Source: an optimization exercise on an open RTL-to-GDS flow (aim: small area, a short achievable clock period and few clock cycles per item). Production flows keep margins and buffers that such runs may drop. No run shown here included a check of the RTL's function; only the layout flow was run. Power figures rest on the tool's default switching activity, not on a simulated workload.

==> flow/design.v, too long to show whole: its modules and the start of the top module <==
// module rsa_fa: 4 lines
// module rsa_han: 4 lines
// module rsa_or2: 1 lines
// module rsa_xor2: 1 lines
// module rsa_xnor2: 1 lines
// module rsa_nand2: 1 lines
// module rsa_nor2: 1 lines
// module rsa_inv: 1 lines
// module rsa_aoi21: 1 lines
// module rsa_oai21: 1 lines
// module rsa_qn: 69 lines
// module rsa_add: 1339 lines
// module rsa_mulcs: 76 lines
// module Rsa256Core: 5156 lines
module Rsa256Core (
  input          i_clk,
  input          i_rst,
  input          i_start,
  input  [255:0] i_a,
  input  [255:0] i_d,
  input  [255:0] i_n,
  output [255:0] o_a_pow_d,
  output         o_finished
);
  // ...
==> flow/flow/run.sh <==
#!/bin/bash
# Own layout flow: the standard synthesis, then the standard ORFS layout steps with
# repair_timing aiming for extra setup slack (the clock and constraints are unchanged).
set -uo pipefail
KNOBS=$(cat flow/knobs.txt 2>/dev/null || echo "SETUP_SLACK_MARGIN=10")
[[ -f flow/env.sh ]] && source flow/env.sh
bash standard.sh synth > synth.log 2>&1 || { tail -50 synth.log; exit 1; }
bash standard.sh $KNOBS finish > layout.log 2>&1 || { tail -50 layout.log; exit 1; }
==> flow/flow/env.sh <==
export BUFFER_PORTS_ARGS="-buffer_cell sky130_fd_sc_hd__buf_4"
==> flow/flow/knobs.txt <==
SETUP_SLACK_MARGIN=11.25 SLEW_MARGIN=40
==> flow/standard.sh <==
#!/bin/bash
# synth_recipe.tcl (not shown) runs the flow's synth.tcl, then flattens the netlist and writes it again
# the make line also repeats each setting of config.mk as NAME=value (left out here)
make -C /OpenROAD-flow-scripts/flow DESIGN_CONFIG=/design/flow/config.mk WORK_HOME=/design/flow/orfs CLKGATE_MAP_FILE= SYNTH_SCRIPT=/design/flow/synth_recipe.tcl "${@:-finish}"
==> flow/config.mk <==
export PLATFORM = sky130hd
export DESIGN_NAME = Rsa256Core
export DESIGN_NICKNAME = Rsa256Core
export VERILOG_FILES = /design/flow/design.v
export SDC_FILE = /design/flow/constraint.sdc
export NUM_CORES = 8
export LEC_CHECK = 0
export CAP_MARGIN = 20
export CORE_MARGIN = 2
export CORE_UTILIZATION = 48
export SETUP_SLACK_MARGIN = 0.5
export SLEW_MARGIN = 20
export SYNTH_HIERARCHICAL = 1
==> flow/constraint.sdc <==
create_clock -name core_clock -period 16.0 [get_ports {i_clk}]
set_input_delay 3.2000 -clock core_clock [delete_from_list [all_inputs] [get_ports {i_clk}]]
set_output_delay 3.2000 -clock core_clock [all_outputs]
set_load 0.01 [all_outputs]
==> out/results.tsv, run 1 <==
stage	metric	value	unit
worst_setup_path	path_depth	20	
worst_setup_path	startpoint	Cn[82]$_DFF_P_	
floorplan	fp.dieW	667	um
sta	finalSetupViolCount	0	
route	drt-total-wl	987000	um
worst_setup_path	path_buf_inv	3	
power_and_ir_drop	ir_worst_vdd	107	uV
global_route	grt_use_met1	0.535	
cts	clockBufferDepth	4	
power_and_ir_drop	p_switching	10.9	mW
global_route	grt.busiest_layer	met2	
route	routedWlPerCell	38.1	um
route	met3_length	151000	um
run_status	status	complete, no violations	
global_route	track_usage	0.433	
cts	root_buffer	clkbuf_16	
global_route	use_met3	0.183	
worst_setup_path	endpoint	A[161]$_DFF_P_	
route	dr_total_vias	175000	
power_and_ir_drop	cellPowerDensity	107	mW/mm^2
job	maxCapViolCount	0	
sta	setup_ws	11.17	ns
power_and_ir_drop	power.internal	14.8	mW
floorplan	die_area	0.444	mm^2
global_route	grt_max_degree	210	
route	top_layer_used	met5	
floorplan	fp.coreArea	0.438	mm^2
floorplan	tap_cells	5757	
floorplan	die_h	667	um
floorplan	initial_core_util	0.482	
sta	slew_headroom	0.331	
final_layout	top_regs	Cn (279), Sn (279)	
placement	routabilityCongestion	0.993	
final_layout	final_cells	25900	
worst_setup_path	r2r_cells	20	
cts	cts.clk_slew.worst_paths	0.07	ns
cts	cts-resized-gates	908	
synth	synthCells	19900	
sta	max_freq	207	MHz
final_layout	design.seq.count	1820	
worst_setup_path	crit_family	compound AO/OA/AOI/OAI gates	
final_layout	drive_above_1_share	0.182	
final_layout	final.fill_count	37800	
final_layout	layout_commonest_cell	nand2_1	
placement	portBuffers	1027	
==> inputs of run 2 (changes only) <==
--- a/flow/design.v
+++ b/flow/design.v
@@ -6499,16 +6499,17 @@
   wire [7:0] dfetch = (op == OP_SQ || op == OP_FSQ) ? dfb : (op == OP_MUL1 || op == OP_PRE || op == OP_FMUL) ? dfa :
                          (op == OP_MUL3) ? df3 : 8'd0;
   wire [23:0] lowP = ~Sn[23:0] + ~Cn[23:0] + {23'd0, ~cinn};
   wire [23:0] bnew = (first || keepb) ? B[23:0] : lowP;
   wire [23:0] dfirst = (op == OP_SQ || op == OP_FSQ) ? bnew : (op == OP_MUL1 || op == OP_PRE || op == OP_FMUL) ? A[23:0] :
                             (op == OP_MUL3) ? A3[23:0] : 24'd1;
   rsa_mulcs u_m0 (.a(dfirst[7:0]), .b(bnew[7:0]), .sn(m0sn), .cn(m0cn));
   wire mont_last = st_mont && (cnt == 34);
+  wire [270:0] aext = {15'd0, (st_idle && i_n[255]) ? {1'b1, 255'd0} : i_a};
   wire scan_done = st_scan && scan_ph && (fpend || dbit || idx == 9'd0);
   wire d_zero = st_scan && scan_ph && !fpend && !dbit && idx == 9'd0;
   wire win11 = dbit && dbit1 && idx != 9'd0;
   wire nt_first = ph_nt && (cnt == 0);
   wire nmbit = npr[13];
   wire [279:0] nz = {24'd0, i_n};
   wire [279:0] n2 = {23'd0, i_n, 1'b0};
   wire [279:0] creg = (nz ^ {280{~sgn}}) | {279'd0, 1'b1};
@@ -6535,17 +6536,17 @@
     end
   end
   always @(posedge i_clk) begin
     d_l1 <= dpad[{idx[7:4], 4'd0} +: 17];
     if (st_idle) begin
       fast <= i_n[255];
       fpend <= i_n[255];
       wr_a <= 1'b0;
-      A <= i_n[255] ? {15'd0, 1'b1, 255'd0} : {15'd0, i_a};
+      A <= aext;
       sgn <= 1'b0;
       cnt <= 0;
       last <= 1'b0;
       idx <= 9'd255;
       scan_ph <= 1'b0;
       F <= 0;
       nu <= i_n[14:1];
       nlo <= i_n[13:0];
@@ -6615,17 +6616,17 @@
       cnt <= cnt + 1'b1;
       dig <= dign;
       dign <= dnx;
       dnx <= dfetch;
       didx <= didx + 7'd1;
       dBsn <= mmsn;
       dBcn <= mmcn;
       q <= qnext;
-      if (op == OP_FSQ) A <= {15'd0, i_a};
+      if (op == OP_FSQ) A <= aext;
       if (cnt == 34) begin
         wr_a3 <= (op == OP_PRE);
         keepb <= (op == OP_PRE) && !pre_bit;
         if (op == OP_FSQ) begin
           if (fcnt != 2'd0) fcnt <= fcnt - 2'd1;
           else op <= OP_FMUL;
         end
         else if (op == OP_FMUL) begin op <= OP_GOSCAN; wr_a <= 1'b1; end
==> run 2 against run 1 <==
Against the previous run: first-iteration DRC count rose by 0.85%; synthesized area fell by 1.6%; flip-flop and latch count stayed put; non-clock buffer count down 51; critical path depth down 5; combinational power fell by 13%; largest power group unchanged; final cell count down 1.5%.
==> out/results.tsv, run 2 <==
stage	metric	value	unit	change
run_status	status	complete, no violations		
worst_setup_path	crit_type	reg2reg		
sta	min_period	4.89	ns	
worst_setup_path	crit_path_max_fanout	5		
cts	h-tree-depth	4		
min_path	whs_path_depth	0		
floorplan	num_rows	241		
route	met3_length	142000	um	-5.7%
final_layout	area_delta_synth_final	13.1	%	
floorplan	fp.coreArea	0.430	mm^2	-1.7%
global_route	grt_pass1_vias	173000		
final_layout	fin_area	0.234	mm^2	
route	drt-total-wl	983000	um	-0.41%
sta	finalMaxSlewViolations	0		
route	wl_met1	331000	um	
power_and_ir_drop	power.internal	13.6	mW	-8.1%
final_layout	drive_above_1_share	0.174		-0.00856
sta	finClkSkew	0.133	ns	
cts	worstSkewPairLatency	1.06	ns	
min_path	min_path_type	reg2reg		
power_and_ir_drop	comb_power_share	0.502		
sta	worst_pin_slew	1.06	ns	
worst_setup_path	r2r_cells	15		-25%
global_route	track_usage	0.437		+0.00337
floorplan	die_area	0.437	mm^2	-1.6%
placement	hpwl	675000	um	
power_and_ir_drop	ir_worst_vdd	105	uV	-2.0%
floorplan	initial_core_util	0.482		about the same
worst_setup_path	critPathCaptureType	register		
power_and_ir_drop	swShare	0.419		
floorplan	ioPinCount	1028		
final_layout	nNetsFinal	25200		
route	drc	0		
route	dr.pass1.iters	13		
cts	clockBufferDepth	4		unchanged
power_and_ir_drop	seq_power_share	0.263		
placement	dp_cells	24500		
power_and_ir_drop	p_switching	9.78	mW	-9.9%
cts	root_buffer	clkbuf_16		
route	via_per_inst	6.72		
cts	cts.sinks	1820		
sta	finalSetupViolCount	0		unchanged
global_route	grt_pass1_wl	1340000	um	
global_route	grt_overflow	0		
worst_setup_path	reg2reg_from	Cn[160]$_DFF_P_		
power_and_ir_drop	cellPowerDensity	99.6	mW/mm^2	-7.1%
floorplan	fp.dieW	661	um	-0.82%
final_layout	layout_commonest_cell	nand2_1		
cts	cts_buffers	222		
route	drtIter0Drc	23900		
final_layout	final_cells	25500		-1.5%
route	met2WireLength	410000	um	
sta	finalSetupTns	0	ns	
sta	finalCritPeriodShare	0.306		
synth	avgSynthCellArea	10.6	um^2	
worst_setup_path	cp-start-kind	register		
min_path	worstHoldStart	st_cl$_DFF_PP0_		
worst_setup_path	critPathArrivalTime	5.75	ns	
min_path	hold_path_end	st_ca$_DFF_PP0_		
power_and_ir_drop	leakage	83.8	nW	
route	ant_nets	0		
global_route	grt_max_degree	138		-34%
cts	ctsHoldBuffers	0		
placement	routabilityCongestion	1.01		+2.1%
final_layout	top_regs	Cn (279), Sn (279)		
job	maxCapViolCount	0		unchanged
route	routedWlPerCell	38.5	um	+1.1%
worst_setup_path	r2r-end	A[256]$_DFF_P_		
route	top_layer_used	met5		
placement	portBuffers	1027		unchanged
cts	cts_tree	done		
power_and_ir_drop	clockPowerShare	0.235		
sta	max_freq	204	MHz	-1.3%
global_route	antenna_found_initial	145		
synth	ys_warn_count	7		
cts	cts.clk_slew.worst_paths	0.07	ns	about the same
route	dr_total_vias	171000		-2.1%
synth	synthesis.area	0.207	mm^2	
worst_setup_path	worstPathRequired	16.86	ns	
worst_setup_path	r2r_slack	11.11	ns	
placement	placed_area	0.217	mm^2	
floorplan	die_h	661	um	-0.82%
final_layout	final_cell_mix	5274 x nand2_1, 4367 x fa_1, 1447 x buf_4, 900 x dfxtp_1, 782 x o21ai_0		
sta	slew_headroom	0.287		-0.0447
synth	synthCells	19500		-2.2%
sta	rsz0062_at_grt	true		
sta	hold_viol_final	0		
run 2: cell types whose count changed in the layout (fill, tap and decap cells not counted), sizes merged, moves of 16 or more:
cell	before	now
a21oi	739	767
a221oi	291	44
a222oi	6	262
a22o	529	137
buf	1764	1711
diode	53	126
inv	156	293
nand2	5112	5283
nor2	664	456
nor3	294	50
nor3b	14	30
o21ai	666	825
run 2: cell type report:
| cell class | count | area [um^2] |
|---|---|---|
| clock inverter | 128 | 1470 |
| clock buffer | 289 | 6120 |
| antenna | 126 | 315 |
| multi-input combinational | 15400 | 157000 |
| inverter | 275 | 1060 |
| sequential | 1820 | 43700 |
| tap | 5710 | 7140 |
| timing repair buffer | 1779 | 17300 |
| fill | 37300 | 196000 |
run 2: critical path: stages, from the launching register on:
cell and delay, ns:
dfxtp_1 0.42, ha_1 0.47, nand4_1 0.13, buf_4 0.18, or2_2 0.39, nor4_2 0.56
nand3_1 0.45, o41ai_4 0.40, buf_4 0.22, a21boi_4 0.08, inv_2 0.13, o21ai_4 0.09
a21oi_1 0.46, xnor2_2 0.25, o32ai_2 0.45, nor3_1 0.08
run 2: worst max-delay path by stage:
stage          cells after the start  slack [ns]               from               to
2_1_floorplan                      3       10.94  ph_nt$_DFFE_PP0P_  NT[0]$_DFFE_PP_
3_3_place_gp                      16        9.53     Cn[95]$_DFF_P_   A[256]$_DFF_P_
3_5_place_dp                      16        9.47    Cn[108]$_DFF_P_   A[256]$_DFF_P_
4_1_cts                            2       11.16      B[21]$_DFF_P_    o_a_pow_d[20]
5_1_grt                            2       11.16      B[21]$_DFF_P_    o_a_pow_d[20]
6_report                          15       11.11    Cn[160]$_DFF_P_   A[256]$_DFF_P_
run 2: what timing repair did:
item / in CTS / in global routing
setup endpoints to repair: 1602 / 692
setup buffers: 310 / 59
gates resized for setup: 904 / 234
cloned: 43 / 34
pin swaps: 20 / 47
run 2: through the flow:
stage           util  power, mW  hold WS, ns  worst slack, ns
2_1_floorplan      -       12.8        0.367            10.94
3_3_place_gp   0.502       17.0        0.438             9.53
3_5_place_dp   0.504       17.2        0.428             9.47
4_1_cts        0.537       22.7        0.424            11.16
5_1_grt        0.544       24.2        0.437            11.16
6_report       0.545       23.3        0.437            11.11
run 2: routing by layer:
layer | track usage | vias up
li1 | - | 64900
met1 | 0.528 | 88600
met2 | 0.623 | 14500
met3 | 0.170 | 3419
met4 | 0.347 | 62
met5 | 0.000332 | -
run 2: power by group through the flow:
stage | Sequential [mW] | Combinational, mW | Clock [mW]
2_1_floorplan | 5.87 | 6.88 | 0
3_3_place_gp | 6.28 | 10.7 | 0
3_5_place_dp | 6.28 | 10.9 | 0
4_1_cts | 6.09 | 11.2 | 5.45
5_1_grt | 6.15 | 12.4 | 5.62
6_report | 6.15 | 11.7 | 5.48

static timing again, ports no longer ideal:
In the flow no input, the clock included, has a driving cell. The finished layouts below were timed again as built, in two steps. Step 1 assumes that a clkbuf_16 drives the clock port and a buf_2 every other input. Step 2 also shifts input and output timing later by t, the mid clock arrival at the registers, as if the neighbouring blocks saw the same clock. Slacks: ideal / step 1 / step 2; pairs: ideal / step 1.
run	shift t [ns]	slack for setup (ns)	hold slack, ns	latest minus earliest clock arrival (ns)	cell pins on the clock port's net
run 1	1.101	11.169 / 11.040 / 10.335	0.434 / 0.434 / 0.434	0.096 / 0.097	1
run 2	1.129	11.108 / 11.002 / 10.364	0.437 / 0.437 / 0.437	0.133 / 0.133	1
After both steps setup and hold are still met in every run listed. For run 1, which loses most, drivers alone change the setup slack by -0.129 ns; drivers and shift together by -0.834 ns.
